This is an optimization exercise on Yosys and OpenROAD, whose aim is small area, not a production implementation. RTL that was checked went through simulation tests only; none was proved equivalent to the original. The flow treats the clock pin as an ideal source. Dropping or thinning the clock tree relies on that and would not hold on a real chip.

==> 12-16 <==
## qspi_fsm
module qspi_fsm #(
  parameter ADDR_W = 32 )
(
  input               clk,
  input               rst_n,
  input      [2:0]    clk_div,
  input               cs_auto,
  input               cs_level,
  input               quad_en,
  input               cpol,
  input               cpha,
  input               lsb_first,
  input               start,
  input      [15:0]   cmd_cfg,
  input      [15:0]   cmd_op,
  input      [ADDR_W-1:0] cmd_addr,
  input      [7:0]    cmd_dummy,
  input      [31:0]   cmd_len,
  output              done,
  input               tx_ren,
  input      [7:0]    tx_data_fifo,
  output              tx_empty,
  output reg          rx_wen,
  output     [7:0]    rx_data_fifo,
  input               rx_full,
  output              sclk,
  output reg          cs_n,
  output reg [3:0]    io_o,
  output     [3:0]    io_oe,
  input      [3:0]    io_i
);
export LEC_CHECK = 0
export CAP_MARGIN = 20
export CORE_MARGIN = 2
export CORE_UTILIZATION = 60
export GPL_TIMING_DRIVEN = 0
export PLACE_DENSITY = 0.7
export SLEW_MARGIN = 20
create_clock -name core_clock -period 5.0 [get_ports {clk}]
standard.sh (not shown) runs the stock make flow with config.mk's settings and CLKGATE_MAP_FILE= SYNTH_SCRIPT=/design/flow/synth_recipe.tcl, a recipe that flattens the netlist after the stock synthesis.
==> flow/flow/run.sh <==
#!/bin/bash
# Layout flow:
#  1. the standard synthesis (standard.sh synth), unchanged;
#  2. the combinational logic of that netlist is re-mapped for area with a few
#     ABC scripts (flow/area*.abc, each run in its own Yosys, log reabc_N.log);
#     the flip-flops are left as they are, and the smallest netlist is kept;
#  3. the standard ORFS layout of that netlist (standard.sh finish, log
#     layout.log), with two changes: the I/O port buffers are made of the
#     smallest buffer cell, and the clock tree is built by flow/cts.tcl
#     (4 leaf buffers driven by the clock port) in place of TritonCTS.
set -uo pipefail
here=$(pwd)
res=$here/orfs/results/$FLOW_PLATFORM/qspi_fsm/base
bash standard.sh synth > synth.log 2>&1 || exit 1
cp $res/1_2_yosys.v $here/standard_synth.v

flops() { grep -cE '^ *sky130_fd_sc_hd__(df|edf|sdf|dl)[a-z0-9_]* ' "$1"; }
nflops=$(flops $here/standard_synth.v)
pids=()
for s in $here/flow/area*.abc; do
  n=$(basename $s .abc)
  REABC_IN=$here/standard_synth.v REABC_OUT=$here/reabc_$n.v REABC_SCRIPT=$s \
    yosys -c $here/flow/reabc.tcl > reabc_$n.log 2>&1 &
  pids+=($!)
done
for p in "${pids[@]}"; do wait $p; done

best=""; bestarea=""
for s in $here/flow/area*.abc; do
  n=$(basename $s .abc)
  [[ -s $here/reabc_$n.v ]] || continue
  a=$(grep 'Chip area' reabc_$n.log | tail -1 | awk '{print $NF}')
  [[ -n "$a" ]] || continue
  [[ $(flops $here/reabc_$n.v) == "$nflops" ]] || continue
  if [[ -z "$best" ]] || awk "BEGIN{exit !($a < $bestarea)}"; then best=$n; bestarea=$a; fi
done
echo "standard synthesis: $(grep 'Chip area' orfs/reports/$FLOW_PLATFORM/qspi_fsm/base/synth_stat.txt)" > reabc_choice.log
echo "chosen: ${best:-standard netlist} ${bestarea}" >> reabc_choice.log
if [[ -n "$best" ]]; then
  cp $here/reabc_$best.v $res/1_2_yosys.v
  rm -f $res/1_synth.odb $res/1_synth.sdc
fi
bash standard.sh "BUFFER_PORTS_ARGS=-buffer_cell sky130_fd_sc_hd__buf_1" \
  "PRE_CTS_TCL=$here/flow/cts.tcl" finish > layout.log 2>&1
==> flow/flow/cts.tcl <==
# Clock tree made by hand: the clock port drives a few leaf buffers, each of
# which drives the clock pins of one cluster of flip-flops (k-means on the
# flip-flop locations).
proc my_leaf_cts { net_name ncl buf } {
  set block [ord::get_db_block]
  set net [$block findNet $net_name]
  set sinks {}
  foreach it [$net getITerms] {
    if { [$it isOutputSignal] } { continue }
    set inst [$it getInst]
    set bb [$inst getBBox]
    set x [expr { ([$bb xMin] + [$bb xMax]) / 2.0 }]
    set y [expr { ([$bb yMin] + [$bb yMax]) / 2.0 }]
    lappend sinks [list [$inst getName] [[$it getMTerm] getName] $x $y]
  }
  set n [llength $sinks]
  # initial centers: spread along sorted x+y
  set sorted [lsort -real -index 2 $sinks]
  set centers {}
  for { set k 0 } { $k < $ncl } { incr k } {
    set s [lindex $sorted [expr { int(($k + 0.5) * $n / $ncl) }]]
    lappend centers [list [lindex $s 2] [lindex $s 3]]
  }
  # capacity-limited k-means: each cluster takes at most ceil(n / ncl) sinks
  set cap [expr { int(ceil(double($n) / $ncl)) }]
  for { set iter 0 } { $iter < 30 } { incr iter } {
    # all (distance, sink, cluster) pairs, nearest first
    set pairs {}
    set i 0
    foreach s $sinks {
      for { set k 0 } { $k < $ncl } { incr k } {
        set c [lindex $centers $k]
        lappend pairs [list [expr { abs([lindex $s 2] - [lindex $c 0]) + abs([lindex $s 3] - [lindex $c 1]) }] $i $k]
      }
      incr i
    }
    set pairs [lsort -real -index 0 $pairs]
    set assign [lrepeat $n -1]
    set fill [lrepeat $ncl 0]
    foreach pr $pairs {
      lassign $pr d i k
      if { [lindex $assign $i] >= 0 || [lindex $fill $k] >= $cap } { continue }
      lset assign $i $k
      lset fill $k [expr { [lindex $fill $k] + 1 }]
    }
    set newc {}
    for { set k 0 } { $k < $ncl } { incr k } {
      set sx 0; set sy 0; set m 0
      foreach s $sinks a $assign { if { $a == $k } { set sx [expr { $sx + [lindex $s 2] }]; set sy [expr { $sy + [lindex $s 3] }]; incr m } }
      if { $m > 0 } { lappend newc [list [expr { $sx / $m }] [expr { $sy / $m }]] } else { lappend newc [lindex $centers $k] }
    }
    set centers $newc
  }
  set dbu [$block getDbUnitsPerMicron]
  for { set k 0 } { $k < $ncl } { incr k } {
    set pins {}
    foreach s $sinks a $assign { if { $a == $k } { lappend pins [get_pins "[lindex $s 0]/[lindex $s 1]"] } }
    if { [llength $pins] == 0 } { continue }
    set c [lindex $centers $k]
    insert_buffer -buffer_cell $buf -net $net_name -load_pins $pins \
      -location [list [expr { [lindex $c 0] / $dbu }] [expr { [lindex $c 1] / $dbu }]] \
      -buffer_name clkleaf_$k -net_name clknet_leaf_$k
    puts "clock leaf $k: [llength $pins] sinks"
  }
}


# Worst slew over the flip-flop clock pins, with placement parasitics.
proc my_worst_clk_slew { } {
  set worst 0
  foreach p [get_pins -hierarchical */CLK] {
    foreach pr { slew_max_rise slew_max_fall } {
      set s [get_property $p $pr]
      if { $s > $worst } { set worst $s }
    }
  }
  return $worst
}

# Worst slew over the clock pins driven by one leaf buffer.
proc my_leaf_slew { inst } {
  set worst 0
  set out [get_pins -of_objects $inst -filter "direction==output"]
  foreach p [get_pins -of_objects [get_nets -of_objects $out] -filter "direction==input"] {
    foreach pr { slew_max_rise slew_max_fall } {
      set s [get_property $p $pr]
      if { $s > $worst } { set worst $s }
    }
  }
  return $worst
}

# Replaces TritonCTS (called by ORFS's cts.tcl through this PRE_CTS hook):
# the clock port drives 4 leaf buffers, one per cluster of flip-flops; a leaf
# is made bigger while the slew at its clock pins is high.
proc clock_tree_synthesis { args } {
  my_leaf_cts clk 4 sky130_fd_sc_hd__buf_8
  set_propagated_clock [all_clocks]
  estimate_parasitics -placement
  foreach inst [get_cells clkleaf_*] {
    foreach cell { sky130_fd_sc_hd__buf_12 sky130_fd_sc_hd__buf_16 } {
      set s [my_leaf_slew $inst]
      puts "bench cts: [get_full_name $inst] [get_property $inst ref_name] slew $s"
      if { $s <= 0.100 } { break }
      replace_cell $inst $cell
      estimate_parasitics -placement
    }
  }
  puts "bench cts: worst clock pin slew [my_worst_clk_slew]"
}
Other scripts of this flow, unchanged in this note and not shown: flow/flow/area_fast.abc, flow/flow/area_s0.abc, flow/flow/area_s21.abc, flow/flow/area_s42.abc, flow/flow/area_s7.abc, flow/flow/reabc.tcl
==> inputs of 07-01, as changes to 12-16 <==
--- a/flow/design.v
+++ b/flow/design.v
@@ -21,17 +21,17 @@
   input      [7:0]    tx_data_fifo,
   output              tx_empty,
   output reg          rx_wen,
   output     [7:0]    rx_data_fifo,
   input               rx_full,
   output              sclk,
   output reg          cs_n,
   output reg [3:0]    io_o,
-  output     [3:0]    io_oe,
+  output reg [3:0]    io_oe,
   input      [3:0]    io_i
 );
   wire [7:0] opcode  = cmd_op[7:0];
   wire is_wrdi = (opcode == 8'h04);
   wire is_rdsr = (opcode == 8'h05);
   wire is_rdid = (opcode == 8'h9F);
   wire special = is_wrdi | is_rdsr | is_rdid;
   wire [1:0] cl = special ? 2'd0 : cmd_cfg[1:0];
@@ -180,23 +180,21 @@
   wire [2:0] s0  = {idx[2], idx[1] & ~w4, idx[0] & ~(w4 | w2)};
   wire [1:0] s1  = {idx[2], idx[1] & ~w4};
   wire [3:0] lane;
   assign lane[0] = bv[s0];
   assign lane[1] = bv[{s1, 1'b1}];
   assign lane[2] = bv[{idx[2], 2'b10}];
   assign lane[3] = bv[{idx[2], 2'b11}];
   wire drive = byte_ph & ~(in_data & rd);
-  reg [1:0] oe_code;
-  assign io_oe = {{2{&oe_code}}, oe_code[1], |oe_code};
   always @(posedge clk) io_o <= lane;
   always @(posedge clk or negedge rst_n) begin
     if (!rst_n) begin
-      oe_code  <= 2'd0;
+      io_oe    <= 4'b0000;
       cs_n     <= 1'b1;
       rx_wen   <= 1'b0;
     end else begin
-      oe_code  <= {drive & (w4 | w2), drive & ~w2};
+      io_oe    <= {w4, w4, w4 | w2, 1'b1} & {4{drive}};
       cs_n     <= (~byte_ph & ~(state[2] & state[1])) & (cs_auto | cs_level);
       rx_wen   <= in_data & rd & byte_end & ~rx_full;
     end
   end
 endmodule
--- a/flow/flow/cts.tcl
+++ b/flow/flow/cts.tcl
@@ -72,39 +72,26 @@
     foreach pr { slew_max_rise slew_max_fall } {
       set s [get_property $p $pr]
       if { $s > $worst } { set worst $s }
     }
   }
   return $worst
 }
 
-# Worst slew over the clock pins driven by one leaf buffer.
-proc my_leaf_slew { inst } {
-  set worst 0
-  set out [get_pins -of_objects $inst -filter "direction==output"]
-  foreach p [get_pins -of_objects [get_nets -of_objects $out] -filter "direction==input"] {
-    foreach pr { slew_max_rise slew_max_fall } {
-      set s [get_property $p $pr]
-      if { $s > $worst } { set worst $s }
-    }
-  }
-  return $worst
-}
-
 # Replaces TritonCTS (called by ORFS's cts.tcl through this PRE_CTS hook):
-# the clock port drives 4 leaf buffers, one per cluster of flip-flops; a leaf
-# is made bigger while the slew at its clock pins is high.
+# the clock port drives 4 leaf buffers, one per cluster of flip-flops; the
+# leaves are made bigger if the clock pin slew is high.
 proc clock_tree_synthesis { args } {
-  my_leaf_cts clk 4 sky130_fd_sc_hd__buf_8
+  set ncl 4
+  my_leaf_cts clk $ncl sky130_fd_sc_hd__buf_8
   set_propagated_clock [all_clocks]
   estimate_parasitics -placement
-  foreach inst [get_cells clkleaf_*] {
-    foreach cell { sky130_fd_sc_hd__buf_12 sky130_fd_sc_hd__buf_16 } {
-      set s [my_leaf_slew $inst]
-      puts "bench cts: [get_full_name $inst] [get_property $inst ref_name] slew $s"
-      if { $s <= 0.100 } { break }
-      replace_cell $inst $cell
-      estimate_parasitics -placement
-    }
+  set s [my_worst_clk_slew]
+  puts "bench cts: worst clock pin slew with buf_8 leaves: $s"
+  foreach cell { sky130_fd_sc_hd__buf_12 sky130_fd_sc_hd__buf_16 } {
+    if { $s <= 0.118 } { break }
+    foreach inst [get_cells clkleaf_*] { replace_cell $inst $cell }
+    estimate_parasitics -placement
+    set s [my_worst_clk_slew]
+    puts "bench cts: worst clock pin slew with $cell leaves: $s"
   }
-  puts "bench cts: worst clock pin slew [my_worst_clk_slew]"
 }
GPL_TIMING_DRIVEN = default   (was 0)
==> inputs of 06-17, as changes to 12-16 <==
--- a/flow/design.v
+++ b/flow/design.v
@@ -94,50 +94,54 @@
   wire gd       = ptr[2] & (w4 | (ptr[1] & (w2 | ptr[0])));
   wire byte_end = byte_ph & shift & gd;
   always @(posedge clk)
     ptr <= byte_ph ? ptr + ({w4, w2, ~(w2 | w4)} & {3{shift}}) : 3'd0;
   reg  [31:0] cnt;
   wire addr_last  = (cnt[1:0] == 2'd0);
   wire dummy_last = (cnt[7:0] == 8'd0);
   wire data_last  = (cnt == 32'd1);
-  wire [3:0] after_dummy = has_data  ? S_DATA  : S_CSOFF;
-  wire [3:0] after_mode  = has_dummy ? S_DUMMY : after_dummy;
-  wire [3:0] after_addr  = mode_en   ? S_MODE  : after_mode;
-  wire [3:0] after_op    = has_addr  ? S_ADDR  : after_addr;
   reg start_d;
   wire start_pulse = start & ~start_d;
+  wire in_op     = (state == S_OP);
+  wire in_addr   = (state == S_ADDR);
+  wire in_mode   = (state == S_MODE);
+  wire op_end    = in_op & byte_end;
+  wire to_mode   = (op_end & ~has_addr | in_addr & byte_end & addr_last);
+  wire to_dummy  = (to_mode & ~mode_en) | (in_mode & byte_end);
+  wire ld_addr   = op_end & has_addr;
+  wire ld_dummy  = to_dummy & has_dummy;
+  wire ld_data   = ((to_dummy & ~has_dummy) | (in_dummy & sample & dummy_last)) & has_data;
   always @(*) begin
-    nstate = state;
     case (state)
       S_IDLE, S_IDLED: nstate = start_pulse ? S_CSON : S_IDLE;
       S_CSON:  nstate = S_OP;
-      S_OP:    if (byte_end) nstate = after_op;
-      S_ADDR:  if (byte_end & addr_last) nstate = after_addr;
-      S_MODE:  if (byte_end) nstate = after_mode;
-      S_DUMMY: if (sample & dummy_last) nstate = after_dummy;
-      S_DATA:  if (byte_end & data_last) nstate = S_CSOFF;
       S_CSOFF: nstate = S_DONE;
       S_DONE:  nstate = S_IDLED;
+      S_OP, S_ADDR, S_MODE, S_DUMMY, S_DATA:
+        if (ld_addr)                     nstate = S_ADDR;
+        else if (to_mode & mode_en)      nstate = S_MODE;
+        else if (ld_dummy)               nstate = S_DUMMY;
+        else if (ld_data)                nstate = S_DATA;
+        else if (to_dummy | (in_dummy & sample & dummy_last) |
+                 (in_data & byte_end & data_last))
+                                         nstate = S_CSOFF;
+        else                             nstate = state;
       default: nstate = S_IDLE;
     endcase
   end
   always @(posedge clk or negedge rst_n) begin
     if (!rst_n) begin
       state   <= S_IDLE;
       start_d <= 1'b0;
     end else begin
       state   <= nstate;
       start_d <= start;
     end
   end
-  wire enter  = (nstate != state);
-  wire ld_addr  = enter & (nstate == S_ADDR);
-  wire ld_dummy = enter & (nstate == S_DUMMY);
-  wire ld_data  = enter & (nstate == S_DATA);
   wire dec      = byte_end | (in_dummy & sample);
   reg         borrow;
   wire [7:0]  lo_dec = cnt[7:0] - {7'd0, dec};
   wire [23:0] hi_dec = cnt[31:8] - {23'd0, borrow};
   always @(posedge clk)
     borrow <= dec & (cnt[7:0] == 8'd0) & ~ld_data;
   wire [31:0] cnt_dec = {hi_dec, lo_dec};
   always @(posedge clk) begin
@@ -155,17 +159,17 @@
   genvar k;
   generate for (k = 0; k < 8; k = k + 1) begin : g_rx
     assign hit[k] = (idx[2] == k[2]) & (w4 | ((idx[1] == k[1]) & (w2 | (idx[0] == k[0]))));
     assign din[k] = w1 ? io_i[1] : w2 ? io_i[k % 2] : io_i[k % 4];
   end endgenerate
   wire       bew   = in_data & byte_end;
   wire [7:0] rx_ld = {8{rd & in_data & sample}} & hit;
   wire [7:0] tx_ld = {8{~rd & tx_ren & ~bew}};
-  wire [7:0] kp    = rd ? ({8{in_data}} & ~rx_ld) : ({8{~(idle | bew)}} & ~tx_ld);
+  wire [7:0] kp    = {8{~(idle | (bew & ~rd))}} & ~rx_ld & ~tx_ld;
   always @(posedge clk)
     rb <= (rx_ld & din) | (tx_ld & tx_data_fifo) | (kp & rb);
   reg [7:0] bv;
   always @(*) begin
     case (state)
       S_OP:   bv = cmd_op[7:0];
       S_MODE: bv = cmd_op[15:8];
       S_ADDR: case (cnt[1:0])
==> flow/flow/run.sh (replaced) <==
#!/bin/bash
# Layout flow:
#  1. the standard synthesis (standard.sh synth), unchanged;
#  2. the combinational logic of that netlist is re-mapped for area with a few
#     ABC scripts (flow/area*.abc, each run in its own Yosys, log reabc_N.log);
#     the flip-flops are left as they are;
#  3. the 3 smallest re-mapped netlists are each laid out by the standard ORFS
#     flow (standard.sh finish in its own work folder orfs_N, log layout_N.log),
#     with two changes: the I/O port buffers are made of the smallest buffer
#     cell, and the clock tree is built by flow/cts.tcl (4 leaf buffers driven
#     by the clock port) in place of TritonCTS;
#  4. the layout with the smallest cell area that meets timing is kept
#     (moved to orfs/, choice in layout_choice.log) and written to out/final.def.
set -uo pipefail
here=$(pwd)
sub=results/$FLOW_PLATFORM/qspi_fsm/base
bash standard.sh synth > synth.log 2>&1 || exit 1
cp orfs/$sub/1_2_yosys.v $here/standard_synth.v

flops() { grep -cE '^ *sky130_fd_sc_hd__(df|edf|sdf|dl)[a-z0-9_]* ' "$1"; }
nflops=$(flops $here/standard_synth.v)
pids=()
for s in $here/flow/area*.abc; do
  n=$(basename $s .abc)
  REABC_IN=$here/standard_synth.v REABC_OUT=$here/reabc_$n.v REABC_SCRIPT=$s \
    yosys -c $here/flow/reabc.tcl > reabc_$n.log 2>&1 &
  pids+=($!)
done
for p in "${pids[@]}"; do wait $p; done

: > reabc_choice.log
echo "standard synthesis: $(grep 'Chip area' orfs/reports/$FLOW_PLATFORM/qspi_fsm/base/synth_stat.txt)" >> reabc_choice.log
cands=()
for s in $here/flow/area*.abc; do
  n=$(basename $s .abc)
  [[ -s $here/reabc_$n.v ]] || continue
  a=$(grep 'Chip area' reabc_$n.log | tail -1 | awk '{print $NF}')
  [[ -n "$a" ]] || continue
  [[ $(flops $here/reabc_$n.v) == "$nflops" ]] || continue
  echo "$n $a" >> reabc_choice.log
  cands+=("$a $n")
done
# the 3 smallest netlists, or the standard one if re-mapping failed
mapfile -t top < <(printf '%s\n' "${cands[@]}" | sort -g | head -3 | awk '{print $2}')
[[ ${#top[@]} -gt 0 ]] || top=(standard)
echo "laid out: ${top[*]}" >> reabc_choice.log

pids=()
for n in "${top[@]}"; do
  rm -rf orfs_$n
  cp -a orfs orfs_$n
  if [[ $n != standard ]]; then
    cp $here/reabc_$n.v orfs_$n/$sub/1_2_yosys.v
    rm -f orfs_$n/$sub/1_synth.odb orfs_$n/$sub/1_synth.sdc
  fi
  bash standard.sh "WORK_HOME=$here/orfs_$n" \
    "BUFFER_PORTS_ARGS=-buffer_cell sky130_fd_sc_hd__buf_1" \
    "PRE_CTS_TCL=$here/flow/cts.tcl" finish > layout_$n.log 2>&1 &
  pids+=($!)
done
for p in "${pids[@]}"; do wait $p; done

best=""; bestarea=""
: > layout_choice.log
for n in "${top[@]}"; do
  rep=orfs_$n/logs/$FLOW_PLATFORM/qspi_fsm/base/6_report.json
  [[ -f orfs_$n/$sub/6_final.odb && -f $rep ]] || { echo "$n: no layout" >> layout_choice.log; continue; }
  read -r a ws < <(python3 -c "
import json,sys
d=json.load(open('$rep'))
a=d['finish__design__instance__area']-d.get('finish__design__instance__area__class:tap_cell',0)
print(a, d['finish__timing__setup__ws'])")
  echo "$n: cell area $a, setup ws $ws" >> layout_choice.log
  awk "BEGIN{exit !($ws > 0.05)}" || continue
  if [[ -z "$best" ]] || awk "BEGIN{exit !($a < $bestarea)}"; then best=$n; bestarea=$a; fi
done
if [[ -z "$best" ]]; then
  # none met timing with margin: take the first one that finished
  for n in "${top[@]}"; do [[ -f orfs_$n/$sub/6_final.odb ]] && { best=$n; break; }; done
fi
echo "chosen: $best" >> layout_choice.log
[[ -n "$best" ]] || exit 1
rm -rf orfs
mv orfs_$best orfs
: # left out here: write the final layout as DEF
GPL_TIMING_DRIVEN = default   (was 0)
==> results.sh <==
export IMPL_netSwitchingFraction_pct=39.3
export IMPL_finalCritPeriodShare_pct=92.5
export IMPL_arrival_ns=4.64
export IMPL_status="complete, no violations"
export IMPL_vias=4399
export IMPL_final_cell_mix="buf_1 (148), nor2_1 (57), dfxtp_1 (57)"
export IMPL_place_area_mm2=0.00450
-- figures above: 12-16

==> results.sh <==
export IMPL_status="complete, no violations"
export IMPL_drt_wirelength_per_cell_um=15.2
export IMPL_drtPass1Iterations=5
export IMPL_slowest_delay_ns=0.48
export IMPL_final_cell_mix="buf_1 (148), nand2_1 (67), dfxtp_1 (57)"
export IMPL_arrival_ns=4.53
export IMPL_vias=4275
export IMPL_finalCritPeriodShare_pct=90.4
export IMPL_netSwitchingFraction_pct=44.2
export IMPL_timing_rr_end="cnt[5]$_DFF_P_"
export IMPL_multi_input_gates=404
export IMPL_place_area_mm2=0.00448
-- figures above: 07-01

==> results.sh <==
export IMPL_status="complete, no violations"
export IMPL_top_register="cnt"
export IMPL_arrival_ns=4.67
export IMPL_setup_tns_ns=0
export IMPL_power_internal_mw=0.922
export IMPL_netSwitchingFraction_pct=36.8
export IMPL_finalCritPeriodShare_pct=92.9
export IMPL_final_cell_mix="buf_1 (148), nor2_1 (72), nand2_1 (59)"
export IMPL_vias=4296
export IMPL_largest_register_ff_count=32
export IMPL_largest_cell_class="multi-input gates"
-- figures above: 06-17

The RTL of 12-16 was laid out without a check of its function. No run of this note takes its clock network from TritonCTS; it comes from the design's own scripts or RTL.

-- port drivers added, routing unchanged --
How much do the figures lean on ideal ports? The routed layouts below were timed once more, with nothing changed but the port constraints. Step 1 (the two cells are an assumption about what drives the block):
set clk [get_ports {clk}]
set_driving_cell -lib_cell sky130_fd_sc_hd__clkbuf_16 $clk
set_driving_cell -lib_cell sky130_fd_sc_hd__buf_2 [delete_from_list [all_inputs] $clk]
Step 2, shift: input delay + t, output delay - t, t = (earliest + latest rising clock arrival at the registers) / 2. This alone moves slack from input paths to output paths. Three values: no drivers, after step 1, after step 2; two values: the first two.
run	t, ns	setup slack, ns	pins driven straight from the clock port
12-16	0.197	0.375 / 0.375 / 0.373	4
07-01	0.208	0.479 / 0.495 / 0.325	4
06-17	0.193	0.357 / 0.408 / 0.215	4
After both steps every run listed still meets setup and hold. For 07-01, which loses most, drivers alone change the setup slack by +0.016 ns; drivers and shift together by -0.154 ns.
